Source: an optimization exercise on an open RTL-to-GDS flow (aim: small area, a short achievable clock period and few clock cycles). Production flows keep margins and buffers that such runs may drop.
Where RTL was checked, it was by simulation tests only, not by an equivalence proof against the original.

Setup of run 1:
## geofence
module geofence (clk, reset, X, Y, valid, is_inside);
input clk;
input reset;
input [9:0] X;
input [9:0] Y;
output reg valid;
output reg is_inside;
localparam S0 = 2'd0, S1 = 2'd1, S3 = 2'd3;
reg [3:0] cnt;           
reg [1:0] st;
reg       sf;
reg       z0;
reg [9:0] px, py;        
reg       wsx, wsy;      
reg [9:0] wmx, wmy_n;        
wire [9:0] wmy = ~wmy_n;
reg       lsx, lsy, rsx, rsy;
reg [9:0] lmx_n, lmy, rmx_n, rmy;       
wire [9:0] lmx = ~lmx_n, rmx = ~rmx_n;
wire [10:0] dx = {1'b0, X} - {1'b0, px};
wire [10:0] dy = {1'b0, Y} - {1'b0, py};
wire       dsx = dx[10];
wire       dsy = dy[10];
wire [9:0] dmx = (dx[9:0] ^ {10{dsx}}) + {9'd0, dsx};
wire [9:0] dmy = (dy[9:0] ^ {10{dsy}}) + {9'd0, dsy};
wire lzx = lmx == 0, lzy = lmy == 0, wzx = wmx == 0, wzy = wmy == 0;
wire rzx = rmx == 0, rzy = rmy == 0;
wire a_s1 = lsx ^ wsy, a_s2 = lsy ^ wsx;      
wire b_s1 = wsy ^ rsx, b_s2 = wsx ^ rsy;      
wire a_n, b_n;
xsign ua (.a(lmx), .b(wmy), .c(lmy), .d(wmx), .inj(a_s1),  .neg(a_n));
xsign ub (.a(wmy), .b(rmx), .c(wmx), .d(rmy), .inj(!b_s1), .neg(b_n));
wire a_fz = (lzx || wzy) && (lzy || wzx);     
wire b_fz = (wzy || rzx) && (wzx || rzy);
wire a_neg  = (a_s1 != a_s2) ? (a_s1 && !a_fz) : (a_s1 ^ a_n);
wire b_neg  = (b_s1 != b_s2) ? (!b_s1 && !b_fz) : !(b_s1 ^ b_n);
wire w_zero = wzx && wzy;
wire opp = (!lzx && (lsx != wsx)) || (!lzy && (lsy != wsy));
wire set_l  = ((st == S0) && !w_zero) || ((st == S1) && a_neg);
  ...
Settings: LEC_CHECK=0, CAP_MARGIN=20, CORE_MARGIN=2, CORE_UTILIZATION=40, SLEW_MARGIN=20; clock period 13.0 ns.
standard.sh (not shown) runs the stock make flow with config.mk's settings and CLKGATE_MAP_FILE= SYNTH_SCRIPT=/design/flow/synth_recipe.tcl, a recipe that flattens the netlist after the stock synthesis.
==> flow/flow/run.sh <==
#!/bin/bash
# Standard ORFS layout with two additions (same clock period and constraints):
#  1. after the standard synthesis, flow/polarity.py removes the inverters that
#     Yosys's full-adder extraction leaves between adders (logic unchanged);
#  2. timing repair aims at a larger setup slack than the default.
set -euo pipefail
RES="$PWD/orfs/results/$FLOW_PLATFORM/geofence/base"
LIB="$FLOW_HOME/platforms/$FLOW_PLATFORM/lib/sky130_fd_sc_hd__tt_025C_1v80.lib"
bash standard.sh "$RES/1_2_yosys.v" > synth.log 2>&1
cp "$RES/1_2_yosys.v" 1_2_yosys.before_polarity.v
python3 flow/polarity.py "$RES/1_2_yosys.v" "$LIB" > polarity.log 2>&1
bash standard.sh SETUP_SLACK_MARGIN=7 finish > layout.log 2>&1
Other scripts of this flow, unchanged in this note and not shown: flow/flow/polarity.py
Testbench counts of run 1, summed over its fixed seeds: cycles 12,800.
diff inputs: run 1 => run 2
-- flow/flow/run.sh --
<<< run 1, line 11
python3 flow/polarity.py "$RES/1_2_yosys.v" "$LIB" > polarity.log 2>&1
bash standard.sh SETUP_SLACK_MARGIN=7 finish > layout.log 2>&1
>>> run 2, line 11
python3 flow/polarity.py "$RES/1_2_yosys.v" "$LIB" > polarity.log 2>&1
bash standard.sh SETUP_SLACK_MARGIN=6.5 finish > layout.log 2>&1
-- flow/config.mk --
<<< run 1, line 9
export CORE_MARGIN = 2
export CORE_UTILIZATION = 40
export SLEW_MARGIN = 20
>>> run 2, line 9
export CORE_MARGIN = 2
export CORE_UTILIZATION = 55
export SLEW_MARGIN = 20
## What came out
When run 2 is measured against run 1, its worst setup slack turns out 94 ps lower. On run 2: buffers plus inverters on the worst setup path is 2 lower than what run 1 gave. Summary: floorplan die area, run 2 better than run 1.
The following lists how run 3 was set up differently from run 2:
-- flow/flow/run.sh --
<<< run 2, line 11
python3 flow/polarity.py "$RES/1_2_yosys.v" "$LIB" > polarity.log 2>&1
bash standard.sh SETUP_SLACK_MARGIN=6.5 finish > layout.log 2>&1
>>> run 3, line 11
python3 flow/polarity.py "$RES/1_2_yosys.v" "$LIB" > polarity.log 2>&1
bash standard.sh SETUP_SLACK_MARGIN=6 finish > layout.log 2>&1
-- flow/config.mk --
<<< run 2, line 9
export CORE_MARGIN = 2
export CORE_UTILIZATION = 55
export SLEW_MARGIN = 20
>>> run 3, line 9
export CORE_MARGIN = 2
export CORE_UTILIZATION = 40
export SLEW_MARGIN = 20
Results
Run 3 ended with every stage complete and zero timing, DRC or antenna violations.
| worst setup slack after layout | higher: run 2 |
Run 2 tops out at a higher clock frequency than run 3.
Comparing run 3 with run 2, the first-pass GRT wire length came out essentially unchanged.
Setup changes, run 3 to run 4
-- flow/flow/run.sh --
<<< run 3, line 11
python3 flow/polarity.py "$RES/1_2_yosys.v" "$LIB" > polarity.log 2>&1
bash standard.sh SETUP_SLACK_MARGIN=6 finish > layout.log 2>&1
>>> run 4, line 11
python3 flow/polarity.py "$RES/1_2_yosys.v" "$LIB" > polarity.log 2>&1
bash standard.sh SETUP_SLACK_MARGIN=6.5 finish > layout.log 2>&1
### Flow results
Run 4 vs run 3, instance count: run 4 higher. Combined global-route utilization of all metal layers up 0.25 points in run 4 wrt run 3. Sort run 4 and run 3 by first-pass GRT wire length desc -> top: run 4. Hold slack: run 3 vs run 4 — no meaningful difference. Data arrival at the endpoint of the critical path was lower in the run labelled run 4. Run 4: no failed stages, no open violations at the end. Setup slack in run 4 is larger than in run 3. Reported for run 4 and run 3, number of nets still failing antenna checks after routing turned out identical to the last digit. Between run 3 and run 4, the flow reports final area increasing by a few percent. From run 3 to run 4, net count of the mapped netlist did not move at all.

========
== job 101 ==
Another version of the RTL of geofence (not shown whole).
Size in the first run: ~24 I/O pins.
export LEC_CHECK = 0
export CAP_MARGIN = 20
export CORE_MARGIN = 2
export CORE_UTILIZATION = 40
export SLEW_MARGIN = 20
create_clock -name core_clock -period 13.0 [get_ports {clk}]
==> flow/flow/run.sh <==
#!/bin/bash
# Standard ORFS layout with two additions (same clock period and constraints):
#  1. after the standard synthesis, flow/polarity.py removes the inverters that
#     Yosys's full-adder extraction leaves between adders (logic unchanged);
#  2. timing repair aims at a larger setup slack than the default.
set -euo pipefail
RES="$PWD/orfs/results/$FLOW_PLATFORM/geofence/base"
LIB="$FLOW_HOME/platforms/$FLOW_PLATFORM/lib/sky130_fd_sc_hd__tt_025C_1v80.lib"
bash standard.sh "$RES/1_2_yosys.v" > synth.log 2>&1
cp "$RES/1_2_yosys.v" 1_2_yosys.before_polarity.v
python3 flow/polarity.py "$RES/1_2_yosys.v" "$LIB" > polarity.log 2>&1
bash standard.sh SETUP_SLACK_MARGIN=5.5 finish > layout.log 2>&1
Other scripts of this flow, unchanged in this note and not shown: flow/flow/polarity.py
Every stage of the flow completed for job 101, and the final layout passed the timing, DRC and antenna checks.
> inputs changed (job 101 -> job 102)
-- flow/flow/run.sh --
<<< job 101, line 10
cp "$RES/1_2_yosys.v" 1_2_yosys.before_polarity.v
python3 flow/polarity.py "$RES/1_2_yosys.v" "$LIB" > polarity.log 2>&1
bash standard.sh SETUP_SLACK_MARGIN=5.5 finish > layout.log 2>&1
>>> job 102, line 10
cp "$RES/1_2_yosys.v" 1_2_yosys.before_polarity.v
python3 flow/polarity.py "$RES/1_2_yosys.v" "$LIB" > polarity.log 2>&1
bash standard.sh SETUP_SLACK_MARGIN=6 finish > layout.log 2>&1
### Flow results
Summary — count of non-filler cells in the finished layout, job 102 relative to job 101: higher, by 24. Compared with job 101, job 102 degrades wire length. The setup slack of job 102 is larger than that of job 101. For job 101, the cell type of the slowest stage on the worst timing path was edfxtp_1, unlike job 102, where it was fa_1. Cmp job 102 vs job 101: flop-to-flop setup slack higher in job 102. Across both runs, number of buffer and inverter stages on the critical path was higher for job 102 than for job 101.
Input-level comparison between job 103 and job 102:
-- flow/flow/run.sh --
<<< job 102, line 10
cp "$RES/1_2_yosys.v" 1_2_yosys.before_polarity.v
python3 flow/polarity.py "$RES/1_2_yosys.v" "$LIB" > polarity.log 2>&1
bash standard.sh SETUP_SLACK_MARGIN=6 finish > layout.log 2>&1
>>> job 103, line 10
cp "$RES/1_2_yosys.v" 1_2_yosys.before_polarity.v
python3 flow/polarity.py "$RES/1_2_yosys.v" "$LIB" > polarity.log 2>&1
bash standard.sh SETUP_SLACK_MARGIN=6.5 finish > layout.log 2>&1
[summary]
Every run (job 103 and job 102) finished clean. Cmp job 103 vs job 102: worst hold slack lower in job 103. From job 102 to job 103 the numbers moved as follows: final area rose by 740 µm²; share of cell area taken by multi-input logic gates fell 2.2 points; total via count after detailed routing went up about 4.5%; average routed wire per standard cell now larger. [compare] base=job 102 new=job 103: number of global-route vias before repair picked up an extra 762; area overhead of the layout relative to synthesis picked up an extra 4.7 points. Re floorplan die width: no difference whatsoever between job 103 and job 102.
No run of this note included a check of the RTL's function; only the layout flow was run.

========
== job 3478 ==
geofence, a different RTL version from the one above (not shown whole).
Size in the first run: roughly 1600 cells after synthesis, roughly 24 I/O pins, ~16000 um^2 of cells after synthesis.
Settings: LEC_CHECK=0, CAP_MARGIN=20, CORE_MARGIN=2, CORE_UTILIZATION=40, SLEW_MARGIN=20; clock period 13.0 ns.
==> flow/flow/run.sh <==
#!/bin/bash
# Standard ORFS layout with two additions (same clock period and constraints):
#  1. after the standard synthesis, flow/polarity.py removes the inverters that
#     Yosys's full-adder extraction leaves between adders (logic unchanged);
#  2. timing repair aims at a larger setup slack than the default.
set -euo pipefail
RES="$PWD/orfs/results/$FLOW_PLATFORM/geofence/base"
LIB="$FLOW_HOME/platforms/$FLOW_PLATFORM/lib/sky130_fd_sc_hd__tt_025C_1v80.lib"
bash standard.sh "$RES/1_2_yosys.v" > synth.log 2>&1
cp "$RES/1_2_yosys.v" 1_2_yosys.before_polarity.v
python3 flow/polarity.py "$RES/1_2_yosys.v" "$LIB" > polarity.log 2>&1
bash standard.sh SETUP_SLACK_MARGIN=6.25 finish > layout.log 2>&1
Other scripts of this flow, unchanged in this note and not shown: flow/flow/polarity.py
Testbench counts of job 3478, summed over its fixed seeds: cycles 12,800.
Here is what was changed in the inputs of job 8874 compared with job 3478.
--- a/flow/flow/run.sh
+++ b/flow/flow/run.sh
@@ -11,2 +11,2 @@
 python3 flow/polarity.py "$RES/1_2_yosys.v" "$LIB" > polarity.log 2>&1
-bash standard.sh SETUP_SLACK_MARGIN=6.25 finish > layout.log 2>&1
+bash standard.sh SETUP_SLACK_MARGIN=6.5 finish > layout.log 2>&1
Against job 3478 as the reference, job 8874 delivers a higher layout overhead on the synthesized area.
Comparing job 8874 with job 3478, the clock transition at the register clock pins on the worst setup and hold paths after CTS came out essentially unchanged.
From job 3478 to job 8874 the numbers moved as follows: largest stage delay on the critical path decreased 0.03 ns, timing-limited maximum frequency held steady, final instance count without filler cells held.
Edits applied to the flow inputs when going from job 8874 to job 7039:
Settings: CORE_UTILIZATION changed from 40 to 55.
--- a/flow/flow/run.sh
+++ b/flow/flow/run.sh
@@ -11,2 +11,2 @@
 python3 flow/polarity.py "$RES/1_2_yosys.v" "$LIB" > polarity.log 2>&1
-bash standard.sh SETUP_SLACK_MARGIN=6.5 finish > layout.log 2>&1
+bash standard.sh SETUP_SLACK_MARGIN=6 finish > layout.log 2>&1
Results
Lower met3 layer usage reported by global route goes to job 7039 over job 8874.
Going from job 8874 to job 7039, the count of non-CTS buffers in the layout was found to have gone down by 40.
[compare] base=job 8874 new=job 7039: standard cell area after detailed placement now sits lower.
Input changes introduced in job 5974 (baseline for comparison: job 7039):
Settings: CORE_UTILIZATION: 55 -> 40.
--- a/flow/flow/run.sh
+++ b/flow/flow/run.sh
@@ -11,2 +11,2 @@
 python3 flow/polarity.py "$RES/1_2_yosys.v" "$LIB" > polarity.log 2>&1
-bash standard.sh SETUP_SLACK_MARGIN=6 finish > layout.log 2>&1
+bash standard.sh SETUP_SLACK_MARGIN=5.75 finish > layout.log 2>&1
[summary]
Between job 7039 and job 5974, met1 routed wirelength after detailed routing increased.
Diff job 7039 -> job 5974 | final setup skew | decrease of 0.0094 ns
Compared to job 7039, job 5974 has largest stage delay on the critical path 0.12 ns higher.

========
## wip/quartz
Another version of the RTL of geofence (not shown whole).
For scale: roughly 1,600 cells after synthesis, ~24 I/O pins, ~16,000 um^2 of cells after synthesis.
==> flow/design.v (excerpt) <==
module geofence (clk, reset, X, Y, valid, is_inside);
input clk;
input reset;
input [9:0] X;
input [9:0] Y;
output reg valid;
output reg is_inside;
localparam S0 = 3'd0, S1 = 3'd1, S2 = 3'd2, S3 = 3'd3, SF = 3'd4;
reg [3:0] cnt;           
reg [2:0] st;
reg [9:0] px, py;        
reg       wsx, wsy;      
reg [9:0] wmx_n, wmy_n;      
wire [9:0] wmx = ~wmx_n, wmy = ~wmy_n;
reg       lsx, lsy, rsx, rsy;
reg [9:0] lmx_n, lmy, rmx, rmy_n;   
wire [9:0] lmx = ~lmx_n, rmy = ~rmy_n;
wire [10:0] dx = {1'b0, X} - {1'b0, px};
wire [10:0] dy = {1'b0, Y} - {1'b0, py};
wire       dsx = dx[10];
wire       dsy = dy[10];
wire [9:0] dmx = (dx[9:0] ^ {10{dsx}}) + {9'd0, dsx};
wire [9:0] dmy = (dy[9:0] ^ {10{dsy}}) + {9'd0, dsy};
wire       a_n, a_z, b_n, b_z;
xsign ua (.a(lmx), .b(wmy), .c(lmy), .d(wmx), .neg(a_n), .zero(a_z));   
xsign ub (.a(wmx), .b(rmy), .c(rmx), .d(wmy), .neg(b_n), .zero(b_z));   
wire lzx = lmx == 0, lzy = lmy == 0, wzx = wmx == 0, wzy = wmy == 0;
wire rzx = rmx == 0, rzy = rmy == 0;
wire a_s1 = lsx ^ wsy, a_s2 = lsy ^ wsx;
wire b_s1 = wsx ^ rsy, b_s2 = wsy ^ rsx;
wire [1:0] ca = (a_s1 != a_s2) ? (((lzx || wzy) && (lzy || wzx)) ? 2'b01 : {a_s1, 1'b0})
                               : (a_z ? 2'b01 : {a_s1 ^ a_n, 1'b0});
wire [1:0] cb = (b_s1 != b_s2) ? (((wzx || rzy) && (wzy || rzx)) ? 2'b01 : {b_s1, 1'b0})
                               : (b_z ? 2'b01 : {b_s1 ^ b_n, 1'b0});
wire a_neg = ca[1], a_zero = ca[0], a_pos = !ca[1] && !ca[0];
wire b_neg = cb[1], b_zero = cb[0];
wire w_zero = wzx && wzy;
wire opp = (!lzx && (lsx != wsx)) || (!lzy && (lsy != wsy));
reg [2:0] st_n;
reg       set_l, set_r, neg_l;
always @(*) begin
    st_n  = st;
    set_l = 1'b0;
    set_r = 1'b0;
    neg_l = 1'b0;
    if (!w_zero) begin
        case (st)
        S0: begin st_n = S1; set_l = 1'b1; set_r = 1'b1; end
        S1: begin
            if (a_neg && b_neg) st_n = SF;
            else if (a_neg) begin set_l = 1'b1; if (b_zero) st_n = S2; end
            else if (b_neg) begin set_r = 1'b1; if (a_zero) st_n = S2; end
            else if (a_zero && b_zero && opp) st_n = S3;
  ...
Settings: LEC_CHECK=0, CAP_MARGIN=20, CORE_MARGIN=2, CORE_UTILIZATION=40, SLEW_MARGIN=20; clock period 13.0 ns.
==> flow/flow/run.sh <==
#!/bin/bash
# Standard ORFS layout with two additions (same clock period and constraints):
#  1. after the standard synthesis, flow/polarity.py removes the inverters that
#     Yosys's full-adder extraction leaves between adders (logic unchanged);
#  2. timing repair aims at a larger setup slack than the default.
set -euo pipefail
RES="$PWD/orfs/results/$FLOW_PLATFORM/geofence/base"
LIB="$FLOW_HOME/platforms/$FLOW_PLATFORM/lib/sky130_fd_sc_hd__tt_025C_1v80.lib"
bash standard.sh "$RES/1_2_yosys.v" > synth.log 2>&1
cp "$RES/1_2_yosys.v" 1_2_yosys.before_polarity.v
python3 flow/polarity.py "$RES/1_2_yosys.v" "$LIB" > polarity.log 2>&1
bash standard.sh SETUP_SLACK_MARGIN=6.5 finish > layout.log 2>&1
Other scripts of this flow, unchanged in this note and not shown: flow/flow/polarity.py
The final layout from wip/quartz, which completed every stage, passed the timing, DRC and antenna checks at the end of the flow.
Edits applied to the flow inputs when going from wip/quartz to wip/lagoon:
diff --git a/flow/flow/run.sh b/flow/flow/run.sh
--- a/flow/flow/run.sh
+++ b/flow/flow/run.sh
@@ -12 +12 @@
-bash standard.sh SETUP_SLACK_MARGIN=6.5 finish > layout.log 2>&1
+bash standard.sh SETUP_SLACK_6.5=MARGIN finish > layout.log 2>&1
diff --git a/flow/config.mk b/flow/config.mk
--- a/flow/config.mk
+++ b/flow/config.mk
@@ -7,0 +8 @@
+export ABC_CLOCK_PERIOD_IN_PS = 4000
## What came out
Comparing wip/lagoon and wip/quartz, the lower worst-case reg-to-reg path depth is on wip/lagoon. wip/lagoon: done, clean on timing, DRC and antenna. The endpoint of the worst setup timing path comes out rmx[2]$_DFFE_PP_ in one run and rmy_n[0]$_DFFE_PP_ in the other, namely in wip/lagoon and wip/quartz respectively. Taking wip/quartz as the reference, in wip/lagoon wire length has decreased; number of nets in the layout has decreased.
Input-level comparison between wip/yarrow and wip/lagoon:
diff --git a/flow/flow/run.sh b/flow/flow/run.sh
--- a/flow/flow/run.sh
+++ b/flow/flow/run.sh
@@ -12 +12 @@
-bash standard.sh SETUP_SLACK_6.5=MARGIN finish > layout.log 2>&1
+bash standard.sh SETUP_SLACK_MARGIN=3 finish > layout.log 2>&1
diff --git a/flow/config.mk b/flow/config.mk
--- a/flow/config.mk
+++ b/flow/config.mk
@@ -8 +7,0 @@
-export ABC_CLOCK_PERIOD_IN_PS = 4000
@@ -11 +10,2 @@
-export CORE_UTILIZATION = 40
+export CORE_UTILIZATION = 65
+export PLACE_DENSITY = 0.75
In wip/yarrow, cell area reported after detailed placement is lower than in wip/lagoon. Cmp wip/lagoon and wip/yarrow / number of tap cells inserted / higher: wip/lagoon. NOTE: floorplan die width in wip/yarrow falls short of that of wip/lagoon. Growth of design area from synthesis to finish was lower in the run labelled wip/yarrow. In terms of clock latency on the worst-skew pair, wip/lagoon and wip/yarrow differ only marginally. In the tables for wip/lagoon and wip/yarrow, detailed placement HPWL reads lower with wip/yarrow. Relative to wip/lagoon, fmax has decreased by 3.4% in wip/yarrow. NOTE count of placed standard cells including taps wip/lagoon->wip/yarrow decreased by a little under 10%.
Function was not checked in any run of this note: the RTL went through the layout flow alone.

## port drivers added, routing unchanged
In the flow no input, the clock included, has a driving cell. The finished layouts below were timed again as built, in two steps. Step 1, drivers: a clkbuf_16 drives clk and a buf_2 each remaining input, both assumed. Step 2 also shifts input and output timing later by t, the mid clock arrival at the registers, as if the neighbouring blocks saw the same clock. Three values: ideal, step 1, step 2; two values: the first two.
run	shift t [ns]	setup WS [ns]	worst setup path after step 2	clock arrival spread, ns	pins driven straight from the clock port
run 1	0.397	6.788 / 6.788 / 6.788	register to register	0.017 / 0.016	1
run 2	0.391	6.693 / 6.693 / 6.397	input to register	0.012 / 0.013	1
run 3	0.390	6.292 / 6.292 / 6.275	input to register	0.016 / 0.016	1
run 4	0.395	6.701 / 6.701 / 6.464	input to register	0.016 / 0.017	1
job 101	0.387	5.704 / 5.704 / 5.704	register to register	0.007 / 0.008	1
job 102	0.392	6.149 / 6.149 / 6.149	register to register	0.016 / 0.016	1
job 103	0.399	6.257 / 6.257 / 6.257	register to register	0.012 / 0.013	1
job 3478	0.388	6.421 / 6.421 / 6.360	input to register	0.011 / 0.011	1
job 8874	0.384	6.405 / 6.405 / 6.405	register to register	0.013 / 0.013	1
job 7039	0.395	6.152 / 6.152 / 6.152	register to register	0.017 / 0.018	1
job 5974	0.379	5.981 / 5.981 / 5.981	register to register	0.009 / 0.009	1
wip/quartz	0.413	6.593 / 6.593 / 6.522	input to register	0.008 / 0.008	1
wip/lagoon	0.395	5.448 / 5.448 / 5.448	register to register	0.010 / 0.011	1
wip/yarrow	0.403	5.183 / 5.183 / 5.183	register to register	0.012 / 0.012	1
After both steps every run listed still meets setup and hold. The setup slack of run 2, which loses most, moves by 0.000 ns with the drivers and by -0.296 ns with both steps.
